This is an optimization exercise on Yosys and OpenROAD, whose aim is small area, a short achievable clock period and few clock cycles, not a production implementation. Where RTL was checked, it was by simulation tests only, not by an equivalence proof against the original. Power figures rest on the tool's default switching activity, not on a simulated workload.

Setup of the baseline:
// axi_stream_insert_header
module axi_stream_insert_header #(
	parameter DATA_WD 		= 32,
	parameter DATA_BYTE_WD 	= DATA_WD / 8,
	parameter BYTE_CNT_WD 	= $clog2(DATA_BYTE_WD)
) (
	input clk,
	input rst_n,
	input 							valid_in,
	input 	[DATA_WD-1 : 0] 		data_in,
	input 	[DATA_BYTE_WD-1 : 0] 	keep_in,
	input 							last_in,
	output 							ready_in,
	output 							valid_out,
	output 	[DATA_WD-1 : 0] 		data_out,
	output 	[DATA_BYTE_WD-1:0] 		keep_out,
	output 							last_out,
	input 							ready_out,
	input 							valid_insert,
	input 	[DATA_WD-1 : 0] 		header_insert,
	input 	[DATA_BYTE_WD-1 : 0] 	keep_insert,
	input 	[BYTE_CNT_WD : 0] 		byte_insert_cnt,
	output 							ready_insert
);
	reg			e;			 
	reg			fl;			 
	reg			pend;		 
	reg	[3:0]	m;			 
	reg	[31:0]	rem;
	wire		ne		= ~e;
	wire		nfl		= ~fl;
	wire		strm	= ~e & ~fl & ~pend;
	wire		owed	= pend | fl;
	wire [2:0]	nq		= ~(m[2:0] & {nfl, nfl, 1'b1});	 
	wire [2:1]	fk		= rem[25:24];	 
	wire		np1		= fl & ~fk[1];
	wire		np2		= fl & ~fk[2];
	wire [2:0]	nv;
	ahi_a21oi u_nv0 (.a1(m[1]), .a2(keep_in[0]), .b1(pend), .y(nv[0]));
	ahi_nand2 u_nv1 (.a(m[2]), .b(keep_in[1]), .y(nv[1]));
	ahi_nand2 u_nv2 (.a(m[3]), .b(keep_in[2]), .y(nv[2]));
	wire		ri_x, ri_y, ri_b;
	ahi_nand4 u_ri_x (.a(nv[0]), .b(nv[1]), .c(nv[2]), .d(valid_in), .y(ri_x));
	ahi_nand2 u_ri_y (.a(ready_out), .b(last_in), .y(ri_y));
	ahi_nand2 u_ri_b (.a(ready_out), .b(fl), .y(ri_b));
	ahi_o211ai u_ri (.a1(ri_x), .a2(ri_y), .b1(ne), .c1(ri_b), .y(ready_insert));
	wire		lz;
	ahi_nand4 u_lz (.a(nv[0]), .b(nv[1]), .c(nv[2]), .d(last_in), .y(lz));
	ahi_nand2 u_last (.a(nfl), .b(lz), .y(last_out));
	ahi_and2 u_rin (.a(ready_out), .b(strm), .y(ready_in));
  ...
Size in the first run: ~270 cells after synthesis, ~2400 um^2 of cells after synthesis.
export LEC_CHECK = 0
export CAP_MARGIN = 20
export CORE_MARGIN = 2
export CORE_UTILIZATION = 30
export SETUP_SLACK_MARGIN = 2.2
export SLEW_MARGIN = 20
export SYNTH_HIERARCHICAL = 1
export SYNTH_MINIMUM_KEEP_SIZE = 0
export TNS_END_PERCENT = 0
create_clock -name core_clock -period 5.0 [get_ports {clk}]
standard.sh (not shown) runs the stock make flow with config.mk's settings and CLKGATE_MAP_FILE= SYNTH_SCRIPT=/design/flow/synth_recipe.tcl, a recipe that flattens the netlist after the stock synthesis.
==> flow/flow/run.sh <==
#!/bin/bash
# The standard layout (standard.sh), with three changes:
# - the port buffers are buf_1 cells (every input and output port still gets
#   its own buffer);
# - the clock tree has no dummy balancing loads;
# - after the standard synthesis, every cell is set to its smallest drive
#   strength (flow/downsize.tcl); repair during placement sizes up again.
# Each tool's output goes to a log file of its own in this folder.
set -euo pipefail
ARGS=("BUFFER_PORTS_ARGS=-buffer_cell sky130_fd_sc_hd__buf_1"
      "CTS_ARGS=-sink_clustering_enable -repair_clock_nets -dont_use_dummy_load")
bash standard.sh "${ARGS[@]}" synth > synth.log 2>&1
R=orfs/results/${FLOW_PLATFORM:-sky130hd}/axi_stream_insert_header/base
cp $R/1_synth.odb $R/1_synth_standard.odb
DS_IN=$R/1_synth_standard.odb DS_OUT=$R/1_synth.odb openroad -no_init -exit flow/downsize.tcl > downsize.log 2>&1
bash standard.sh "${ARGS[@]}" finish > layout.log 2>&1
==> flow/flow/downsize.tcl <==
# Swap every cell of the synthesized netlist to the smallest drive strength
# of the same cell (same function and pins); placement and timing repair
# size them up again where needed. Registers keep their cell type.
read_db $::env(DS_IN)
set db [ord::get_db]
set best [dict create]
foreach lib [$db getLibs] {
  foreach m [$lib getMasters] {
    set n [$m getName]
    if {[regexp {^(sky130_fd_sc_hd__[a-z0-9]+)_(\d+)$} $n -> base sz]} {
      set a [expr {[$m getWidth] * [$m getHeight]}]
      if {![dict exists $best $base] || $a < [lindex [dict get $best $base] 1]} {
        dict set best $base [list $m $a]
      }
    }
  }
}
set n 0
foreach inst [[ord::get_db_block] getInsts] {
  set m [$inst getMaster]
  if {[regexp {^(sky130_fd_sc_hd__[a-z0-9]+)_(\d+)$} [$m getName] -> base sz]} {
    set b [lindex [dict get $best $base] 0]
    if {[$b getName] ne [$m getName]} {
      $inst swapMaster $b
      incr n
    }
  }
}
puts "downsized $n cells"
write_db $::env(DS_OUT)
Testbench counts of the baseline, summed over its fixed seeds: cycles 1,652.
For the candidate, these inputs were changed with respect to the baseline:
Settings: a change of CORE_UTILIZATION from 30 to 40; a change of SETUP_SLACK_MARGIN from 2.2 to 2.5.
## What came out
Per the comparison of the candidate with the baseline, post-synthesis to final-layout area growth rose by 2.5 points; area after detailed placement went down by 28 um^2; summed area of non-filler cells in the final layout picked up an extra 2.0%; number of gates resized after cts picked up an extra 15.
Diff the candidate and the baseline: total number of nets in the final design lower in the baseline
sky130_fd_sc_hd__a21oi_1 as the worst-path cell with the longest stage delay was reported by the baseline, and sky130_fd_sc_hd__o211ai_1 by the candidate.
Clock network fraction of total power for the candidate: 0.2 points down relative to the baseline
The candidate improves on the baseline in wire length of the first global-routing pass.
The setup slack after layout of the candidate exceeds that of the baseline by 0.16 ns.
Comparing the candidate and the baseline, final period demand of the worst path is higher on the baseline.


Another version of the RTL of axi_stream_insert_header (not shown whole).
For scale: ~230 cells after synthesis, ~120 I/O pins, about 2600 sq um of cells after synthesis.
Design axi_stream_insert_header, start of the top module:
module axi_stream_insert_header #(
	parameter DATA_WD 		= 32,
	parameter DATA_BYTE_WD 	= DATA_WD / 8,
	parameter BYTE_CNT_WD 	= $clog2(DATA_BYTE_WD)
) (
	input clk,
	input rst_n,
	input 							valid_in,
	input 	[DATA_WD-1 : 0] 		data_in,
	input 	[DATA_BYTE_WD-1 : 0] 	keep_in,
	input 							last_in,
	output 							ready_in,
	output 							valid_out,
	output reg	[DATA_WD-1 : 0] 	data_out,
	output reg	[DATA_BYTE_WD-1:0] 	keep_out,
	output reg						last_out,
	input 							ready_out,
	input 							valid_insert,
	input 	[DATA_WD-1 : 0] 		header_insert,
	input 	[DATA_BYTE_WD-1 : 0] 	keep_insert,
	input 	[BYTE_CNT_WD : 0] 		byte_insert_cnt,
	output 							ready_insert
);
==> flow/config.mk <==
export PLATFORM = sky130hd
export DESIGN_NAME = axi_stream_insert_header
export DESIGN_NICKNAME = axi_stream_insert_header
export VERILOG_FILES = /design/flow/design.v
export SDC_FILE = /design/flow/constraint.sdc
export NUM_CORES = 4
export LEC_CHECK = 0
export CAP_MARGIN = 20
export CORE_MARGIN = 2
export CORE_UTILIZATION = 30
export SETUP_SLACK_MARGIN = 2.5
export SLEW_MARGIN = 20
export TNS_END_PERCENT = 0
==> flow/constraint.sdc <==
create_clock -name core_clock -period 5.0 [get_ports {clk}]
set_input_delay 1.0000 -clock core_clock [delete_from_list [all_inputs] [get_ports {clk}]]
set_output_delay 1.0000 -clock core_clock [all_outputs]
set_load 0.01 [all_outputs]
==> flow/flow/run.sh <==
#!/bin/bash
# The standard layout, with the port buffers made of buf_1 cells
# (every input and output port still gets its own buffer) and a clock tree
# without dummy balancing loads.
set -euo pipefail
bash standard.sh "BUFFER_PORTS_ARGS=-buffer_cell sky130_fd_sc_hd__buf_1" \
  "CTS_ARGS=-sink_clustering_enable -repair_clock_nets -dont_use_dummy_load" \
  finish > standard_flow.log 2>&1
Testbench counts at the start, summed over its fixed seeds: cycles 1,652.
Next try:
==> flow/flow/run.sh (replaced) <==
#!/bin/bash
# The standard layout, with the port buffers made of buf_1 cells
# (every input and output port still gets its own buffer).
set -euo pipefail
bash standard.sh "BUFFER_PORTS_ARGS=-buffer_cell sky130_fd_sc_hd__buf_1" finish > standard_flow.log 2>&1
- CORE_UTILIZATION: 30 -> 50
- SETUP_SLACK_MARGIN: 2.5 -> 2.7
Result: The changed run passed the timing, DRC and antenna checks; routed wire length drops by 6.1%; via count rises by 0.39%; die area decreases by about 40%; global-route usage increases by 7.7 points; sequential power increases by 4.4%; hold slack is worse by 0.0039 ns; cell count fell by 7.6%; clock power rises by 59%; final area grows by 2.2%; setup slack gets worse by 0.0041 ns.
Next try:
==> flow/flow/run.sh (replaced) <==
#!/bin/bash
# The standard layout, with the port buffers made of buf_1 cells
# (every input and output port still gets its own buffer) and a clock tree
# without dummy balancing loads.
set -euo pipefail
bash standard.sh "BUFFER_PORTS_ARGS=-buffer_cell sky130_fd_sc_hd__buf_1" \
  "CTS_ARGS=-sink_clustering_enable -repair_clock_nets -dont_use_dummy_load" \
  finish > standard_flow.log 2>&1
- CORE_UTILIZATION: 50 -> 30
- PLACE_DENSITY: default -> 0.7
- SETUP_SLACK_MARGIN: 2.7 -> 2.5
Effect: Total power drops by 6.5%; setup slack loses 0.039 ns; via count drops by 2.4%; final cell count climbs by 8.0%; routed wire length climbs by 6.5%; global-route usage drops by 8.0 points; sequential share of layout area climbs by 0.47 points.
Next try:
==> flow/flow/run.sh (replaced) <==
#!/bin/bash
# The standard layout (standard.sh), with three changes:
# - the port buffers are buf_1 cells (every input and output port still gets
#   its own buffer);
# - the clock tree has no dummy balancing loads;
# - after the standard synthesis, every cell is set to its smallest drive
#   strength (flow/downsize.tcl); repair during placement sizes up again.
# Each tool's output goes to a log file of its own in this folder.
set -euo pipefail
ARGS=("BUFFER_PORTS_ARGS=-buffer_cell sky130_fd_sc_hd__buf_1"
      "CTS_ARGS=-sink_clustering_enable -repair_clock_nets -dont_use_dummy_load")
bash standard.sh "${ARGS[@]}" synth > synth.log 2>&1
R=orfs/results/${FLOW_PLATFORM:-sky130hd}/axi_stream_insert_header/base
cp $R/1_synth.odb $R/1_synth_standard.odb
DS_IN=$R/1_synth_standard.odb DS_OUT=$R/1_synth.odb openroad -no_init -exit flow/downsize.tcl > downsize.log 2>&1
bash standard.sh "${ARGS[@]}" finish > layout.log 2>&1
==> flow/flow/downsize.tcl (new file) <==
# Swap every cell of the synthesized netlist to the smallest drive strength
# of the same cell (same function and pins); placement and timing repair
# size them up again where needed. Registers keep their cell type.
read_db $::env(DS_IN)
set db [ord::get_db]
set best [dict create]
foreach lib [$db getLibs] {
  foreach m [$lib getMasters] {
    set n [$m getName]
    if {[regexp {^(sky130_fd_sc_hd__[a-z0-9]+)_(\d+)$} $n -> base sz]} {
      set a [expr {[$m getWidth] * [$m getHeight]}]
      if {![dict exists $best $base] || $a < [lindex [dict get $best $base] 1]} {
        dict set best $base [list $m $a]
      }
    }
  }
}
set n 0
foreach inst [[ord::get_db_block] getInsts] {
  set m [$inst getMaster]
  if {[regexp {^(sky130_fd_sc_hd__[a-z0-9]+)_(\d+)$} [$m getName] -> base sz]} {
    set b [lindex [dict get $best $base] 0]
    if {[$b getName] ne [$m getName]} {
      $inst swapMaster $b
      incr n
    }
  }
}
puts "downsized $n cells"
write_db $::env(DS_OUT)
- PLACE_DENSITY: 0.7 -> default
Via count came out higher by 1.6%; maximum frequency barely changes; cell area came out lower by 3.0%; cell count came out lower by 1.3%; utilization came out higher by 0.77 points; setup slack barely changes; register-to-register slack got worse by 0.03 ns; sequential power came out lower by 5.9%; sequential cell count stays the same.


Setup of 09-07:
axi_stream_insert_header, a different RTL version from the one above (not shown whole).
Size: about 41 flip-flops, ~2700 um^2 of cells after synthesis.
## axi_stream_insert_header
module axi_stream_insert_header #(
	parameter DATA_WD 		= 32,
	parameter DATA_BYTE_WD 	= DATA_WD / 8,
	parameter BYTE_CNT_WD 	= $clog2(DATA_BYTE_WD)
) (
	input clk,
	input rst_n,
	input 							valid_in,
	input 	[DATA_WD-1 : 0] 		data_in,
	input 	[DATA_BYTE_WD-1 : 0] 	keep_in,
	input 							last_in,
	output 							ready_in,
	output 							valid_out,
	output reg	[DATA_WD-1 : 0] 	data_out,
	output reg	[DATA_BYTE_WD-1:0] 	keep_out,
	output reg						last_out,
	input 							ready_out,
	input 							valid_insert,
	input 	[DATA_WD-1 : 0] 		header_insert,
	input 	[DATA_BYTE_WD-1 : 0] 	keep_insert,
	input 	[BYTE_CNT_WD : 0] 		byte_insert_cnt,
	output 							ready_insert
);
==> flow/config.mk <==
export PLATFORM = sky130hd
export DESIGN_NAME = axi_stream_insert_header
export DESIGN_NICKNAME = axi_stream_insert_header
export VERILOG_FILES = /design/flow/design.v
export SDC_FILE = /design/flow/constraint.sdc
export NUM_CORES = 4
export LEC_CHECK = 0
export CAP_MARGIN = 20
export CORE_MARGIN = 2
export CORE_UTILIZATION = 30
export SETUP_SLACK_MARGIN = 2.5
export SLEW_MARGIN = 20
export TNS_END_PERCENT = 0
==> flow/constraint.sdc <==
create_clock -name core_clock -period 5.0 [get_ports {clk}]
set_input_delay 1.0000 -clock core_clock [delete_from_list [all_inputs] [get_ports {clk}]]
set_output_delay 1.0000 -clock core_clock [all_outputs]
set_load 0.01 [all_outputs]
==> flow/flow/run.sh <==
#!/bin/bash
# The standard layout, with the port buffers made of buf_1 cells
# (every input and output port still gets its own buffer).
set -euo pipefail
bash standard.sh "BUFFER_PORTS_ARGS=-buffer_cell sky130_fd_sc_hd__buf_1" finish > standard_flow.log 2>&1
09-07 | status: complete | timing, DRC, antenna: pass
> inputs changed (09-07 -> 10-08)
- changing SETUP_SLACK_MARGIN from 2.5 to 2.8
==> comparison <==
10-08 against 09-07: power per unit of standard cell area held steady; sum of routed wire length over all layers held steady; period utilization held steady; post-layout instance area held steady; clock group share of total power held steady.
On placed instance count, 09-07 and 10-08 are basically level.
Comparing 10-08 against 09-07, there is no change at all in global-route wire length before repair.
Delta (10-08 minus 09-07): number of sinks driven by the clock tree held, first-iteration DRC count held.
No run of this note included a check of the RTL's function; only the layout flow was run.


== oak ==
The RTL this note starts from:
==> flow/design.v <==
module axi_stream_insert_header #(
	parameter DATA_WD 		= 32,
	parameter DATA_BYTE_WD 	= DATA_WD / 8,
	parameter BYTE_CNT_WD 	= $clog2(DATA_BYTE_WD)
) (
	input clk,
	input rst_n,
	input 							valid_in,
	input 	[DATA_WD-1 : 0] 		data_in,
	input 	[DATA_BYTE_WD-1 : 0] 	keep_in,
	input 							last_in,
	output 							ready_in,
	output 							valid_out,
	output 	[DATA_WD-1 : 0] 		data_out,
	output 	[DATA_BYTE_WD-1:0] 		keep_out,
	output 							last_out,
	input 							ready_out,
	input 							valid_insert,
	input 	[DATA_WD-1 : 0] 		header_insert,
	input 	[DATA_BYTE_WD-1 : 0] 	keep_insert,
	input 	[BYTE_CNT_WD : 0] 		byte_insert_cnt,
	output 							ready_insert
);
	reg			e;			 
	reg			fl;			 
	reg			pend;		 
	reg	[3:0]	m;			 
	reg	[2:1]	fk;			 
	reg	[31:0]	rem;
	wire		ne		= ~e;
	wire		nfl		= ~fl;
	wire		strm	= ~e & ~fl & ~pend;
	wire		owed	= pend | fl;
	wire [2:0]	nq		= ~(m[2:0] & {nfl, nfl, 1'b1});	 
	wire		np1		= fl & ~fk[1];
	wire		np2		= fl & ~fk[2];
	wire [2:0]	nv;
	ahi_a21oi u_nv0 (.a1(m[1]), .a2(keep_in[0]), .b1(pend), .y(nv[0]));
	ahi_nand2 u_nv1 (.a(m[2]), .b(keep_in[1]), .y(nv[1]));
	ahi_nand2 u_nv2 (.a(m[3]), .b(keep_in[2]), .y(nv[2]));
	wire		ri_x, ri_y, ri_b;
	ahi_nand4 u_ri_x (.a(nv[0]), .b(nv[1]), .c(nv[2]), .d(valid_in), .y(ri_x));
	ahi_nand2 u_ri_y (.a(ready_out), .b(last_in), .y(ri_y));
	ahi_nand2 u_ri_b (.a(ready_out), .b(fl), .y(ri_b));
	ahi_o211ai u_ri (.a1(ri_x), .a2(ri_y), .b1(ne), .c1(ri_b), .y(ready_insert));
	wire		lz;
	ahi_nand4 u_lz (.a(nv[0]), .b(nv[1]), .c(nv[2]), .d(last_in), .y(lz));
	ahi_nand2 u_last (.a(nfl), .b(lz), .y(last_out));
	ahi_and2 u_rin (.a(ready_out), .b(strm), .y(ready_in));
	ahi_a21o u_vout (.a1(valid_in), .a2(ne), .b1(owed), .y(valid_out));
	assign keep_out[3] = 1'b1;
	wire [2:0]	kt;
	ahi_nor2 u_kt2 (.a(nq[0]), .b(keep_in[2]), .y(kt[2]));
	ahi_o22ai u_kt1 (.a1(nq[0]), .a2(keep_in[1]), .b1(nq[1]), .b2(keep_in[2]), .y(kt[1]));
	ahi_o222ai u_kt0 (.a1(nq[0]), .a2(keep_in[0]), .b1(nq[1]), .b2(keep_in[1]), .c1(nq[2]), .c2(keep_in[2]), .y(kt[0]));
	ahi_a21oi u_k2 (.a1(last_in), .a2(kt[2]), .b1(np2), .y(keep_out[2]));
	ahi_a21oi u_k1 (.a1(last_in), .a2(kt[1]), .b1(np1), .y(keep_out[1]));
	ahi_a21oi u_k0 (.a1(last_in), .a2(kt[0]), .b1(fl), .y(keep_out[0]));
	wire [63:0]	win		= {rem, data_in};
	wire [4:0]	sel		= {pend, m};
	genvar gj;
	generate
		for (gj = 0; gj < 32; gj = gj + 1) begin : g_out
			wire t01, t23, t4;
			ahi_a22oi u_t01 (.a1(sel[0]), .a2(win[gj]), .b1(sel[1]), .b2(win[gj + 8]), .y(t01));
			ahi_a22oi u_t23 (.a1(sel[2]), .a2(win[gj + 16]), .b1(sel[3]), .b2(win[gj + 24]), .y(t23));
			ahi_nand2 u_t4 (.a(sel[4]), .b(win[gj + 32]), .y(t4));
			ahi_nand3 u_o (.a(t01), .b(t23), .c(t4), .y(data_out[gj]));
		end
	endgenerate
	wire		take_h	= valid_insert & ready_insert;
	wire		take_d	= valid_in & ready_in;
	wire		hs		= valid_out & ready_out;
	always @(posedge clk or negedge rst_n) begin
		if (!rst_n) begin
			e		<= 1'b1;
			fl		<= 1'b0;
			pend	<= 1'b0;
			m		<= 4'd0;
		end else if (take_h) begin
			e		<= 1'b0;
			fl		<= 1'b0;
			pend	<= keep_insert[3];
			m		<= {keep_insert[2] & ~keep_insert[3], keep_insert[1] & ~keep_insert[2],
						~keep_insert[1], 1'b0};
		end else if (hs) begin
			if (fl | strm & ~lz) begin
				e		<= 1'b1;
				fl		<= 1'b0;
			end else if (pend) begin
				pend	<= 1'b0;
				m		<= 4'b0001;
			end else if (last_in) begin
				fl		<= 1'b1;
			end
		end
	end
	always @(posedge clk) begin
		if (take_d)
			fk <= {m[2] & keep_in[0] | m[3] & keep_in[1], m[3] & keep_in[0]};
	end
	wire		en		= e | ready_out & (fl | pend | valid_in);
	wire		hsel	= e | fl | ~lz;
	wire		ld_h	= en & hsel;
	wire		ld_d	= en & ~hsel;
	wire		hold	= ~en;
	wire [23:0]	rn;
	generate
		for (gj = 0; gj < 24; gj = gj + 1) begin : g_rem
			ahi_a222oi u_rn (.a1(ld_h), .a2(header_insert[gj]), .b1(ld_d), .b2(data_in[gj]),
							 .c1(hold), .c2(rem[gj]), .y(rn[gj]));
		end
	endgenerate
	always @(posedge clk) begin
		rem[23:0]	<= ~rn;
		if (en)
			rem[31:24]	<= header_insert[31:24];
	end
endmodule
module ahi_nand2 (input a, input b, output y);
	assign y = ~(a & b);
endmodule
module ahi_nand3 (input a, input b, input c, output y);
	assign y = ~(a & b & c);
endmodule
module ahi_nand4 (input a, input b, input c, input d, output y);
	assign y = ~(a & b & c & d);
endmodule
module ahi_nor2 (input a, input b, output y);
	assign y = ~(a | b);
endmodule
module ahi_and2 (input a, input b, output y);
	assign y = a & b;
endmodule
module ahi_a21o (input a1, input a2, input b1, output y);
	assign y = a1 & a2 | b1;
endmodule
module ahi_a21oi (input a1, input a2, input b1, output y);
	assign y = ~(a1 & a2 | b1);
endmodule
module ahi_a22oi (input a1, input a2, input b1, input b2, output y);
	assign y = ~(a1 & a2 | b1 & b2);
endmodule
module ahi_o211ai (input a1, input a2, input b1, input c1, output y);
	assign y = ~((a1 | a2) & b1 & c1);
endmodule
module ahi_o22ai (input a1, input a2, input b1, input b2, output y);
	assign y = ~((a1 | a2) & (b1 | b2));
endmodule
module ahi_o222ai (input a1, input a2, input b1, input b2, input c1, input c2, output y);
	assign y = ~((a1 | a2) & (b1 | b2) & (c1 | c2));
endmodule
module ahi_a222oi (input a1, input a2, input b1, input b2, input c1, input c2, output y);
	assign y = ~(a1 & a2 | b1 & b2 | c1 & c2);
endmodule
==> flow/config.mk <==
export PLATFORM = sky130hd
export DESIGN_NAME = axi_stream_insert_header
export DESIGN_NICKNAME = axi_stream_insert_header
export VERILOG_FILES = /design/flow/design.v
export SDC_FILE = /design/flow/constraint.sdc
export NUM_CORES = 4
export LEC_CHECK = 0
export CAP_MARGIN = 20
export CORE_MARGIN = 2
export CORE_UTILIZATION = 50
export SETUP_SLACK_MARGIN = 2.5
export SLEW_MARGIN = 20
export SYNTH_HIERARCHICAL = 1
export SYNTH_MINIMUM_KEEP_SIZE = 0
export TNS_END_PERCENT = 0
==> flow/constraint.sdc <==
create_clock -name core_clock -period 5.0 [get_ports {clk}]
set_input_delay 1.0000 -clock core_clock [delete_from_list [all_inputs] [get_ports {clk}]]
set_output_delay 1.0000 -clock core_clock [all_outputs]
set_load 0.01 [all_outputs]
==> flow/flow/run.sh <==
#!/bin/bash
# The standard layout (standard.sh), with three changes:
# - the port buffers are buf_1 cells (every input and output port still gets
#   its own buffer);
# - the clock tree has no dummy balancing loads;
# - after the standard synthesis, every cell is set to its smallest drive
#   strength (flow/downsize.tcl); repair during placement sizes up again.
# Each tool's output goes to a log file of its own in this folder.
set -euo pipefail
ARGS=("BUFFER_PORTS_ARGS=-buffer_cell sky130_fd_sc_hd__buf_1"
      "CTS_ARGS=-sink_clustering_enable -repair_clock_nets -dont_use_dummy_load")
bash standard.sh "${ARGS[@]}" synth > synth.log 2>&1
R=orfs/results/${FLOW_PLATFORM:-sky130hd}/axi_stream_insert_header/base
cp $R/1_synth.odb $R/1_synth_standard.odb
DS_IN=$R/1_synth_standard.odb DS_OUT=$R/1_synth.odb openroad -no_init -exit flow/downsize.tcl > downsize.log 2>&1
bash standard.sh "${ARGS[@]}" finish > layout.log 2>&1
==> flow/flow/downsize.tcl <==
# Swap every cell of the synthesized netlist to the smallest drive strength
# of the same cell (same function and pins); placement and timing repair
# size them up again where needed. Registers keep their cell type.
read_db $::env(DS_IN)
set db [ord::get_db]
set best [dict create]
foreach lib [$db getLibs] {
  foreach m [$lib getMasters] {
    set n [$m getName]
    if {[regexp {^(sky130_fd_sc_hd__[a-z0-9]+)_(\d+)$} $n -> base sz]} {
      set a [expr {[$m getWidth] * [$m getHeight]}]
      if {![dict exists $best $base] || $a < [lindex [dict get $best $base] 1]} {
        dict set best $base [list $m $a]
      }
    }
  }
}
set n 0
foreach inst [[ord::get_db_block] getInsts] {
  set m [$inst getMaster]
  if {[regexp {^(sky130_fd_sc_hd__[a-z0-9]+)_(\d+)$} [$m getName] -> base sz]} {
    set b [lindex [dict get $best $base] 0]
    if {[$b getName] ne [$m getName]} {
      $inst swapMaster $b
      incr n
    }
  }
}
puts "downsized $n cells"
write_db $::env(DS_OUT)
Testbench counts of oak, summed over its fixed seeds: cycles 1,652.
The inputs of pine differ from those of oak as listed below.
Settings: a change of CORE_UTILIZATION from 50 to 30.
[summary]
- pine: net switching share of the total power 0.67 points above oak
- The core of pine is less densely filled than that of oak.
- Per the comparison of pine with oak, cell count moved up, part of the total power dissipated in the clock network has increased.
- pine finished all stages; the layout is clean.

## separate check: timing with driven ports
In the flow no input, the clock included, has a driving cell. The finished layouts below were timed again as built, in two steps.
Step 1 assumes that a clkbuf_16 drives the clock port and a buf_2 every other input.
Step 2 moves the port delays by t, midway between the first and last clock arrival at a register: inputs arrive t later, outputs are due t later. That takes back most of the time a late clock gives input paths.
Slacks: ideal / step 1 / step 2; pairs: ideal / step 1.
run	t (ns)	slack for setup (ns)	hold slack, ns	slew at the worst register clock pin (ns)	pins driven straight from the clock port
the baseline	0.304	2.204 / 2.181 / 2.089	0.516 / 0.516 / 0.516	0.08 / 0.08	1
the candidate	0.317	2.368 / 2.326 / 2.124	0.518 / 0.518 / 0.518	0.07 / 0.07	1
the first run of note 2	0.318	2.268 / 2.236 / 2.236	0.576 / 0.569 / 0.679	0.09 / 0.09	1
the second run of note 2	0.327	2.264 / 2.220 / 2.220	0.572 / 0.565 / 0.754	0.09 / 0.09	1
the third run of note 2	0.305	2.225 / 2.175 / 2.175	0.593 / 0.587 / 0.716	0.08 / 0.08	1
the fourth run of note 2	0.314	2.226 / 2.186 / 2.186	0.598 / 0.596 / 0.724	0.08 / 0.08	1
09-07	0.319	1.927 / 1.869 / 1.665	0.594 / 0.584 / 0.762	0.09 / 0.09	1
10-08	0.319	1.927 / 1.869 / 1.665	0.594 / 0.584 / 0.762	0.09 / 0.09	1
oak	0.308	2.244 / 2.196 / 2.196	0.512 / 0.512 / 0.512	0.08 / 0.08	1
pine	0.311	2.274 / 2.237 / 2.153	0.511 / 0.511 / 0.511	0.08 / 0.08	1
After both steps setup and hold are still met in every run listed.
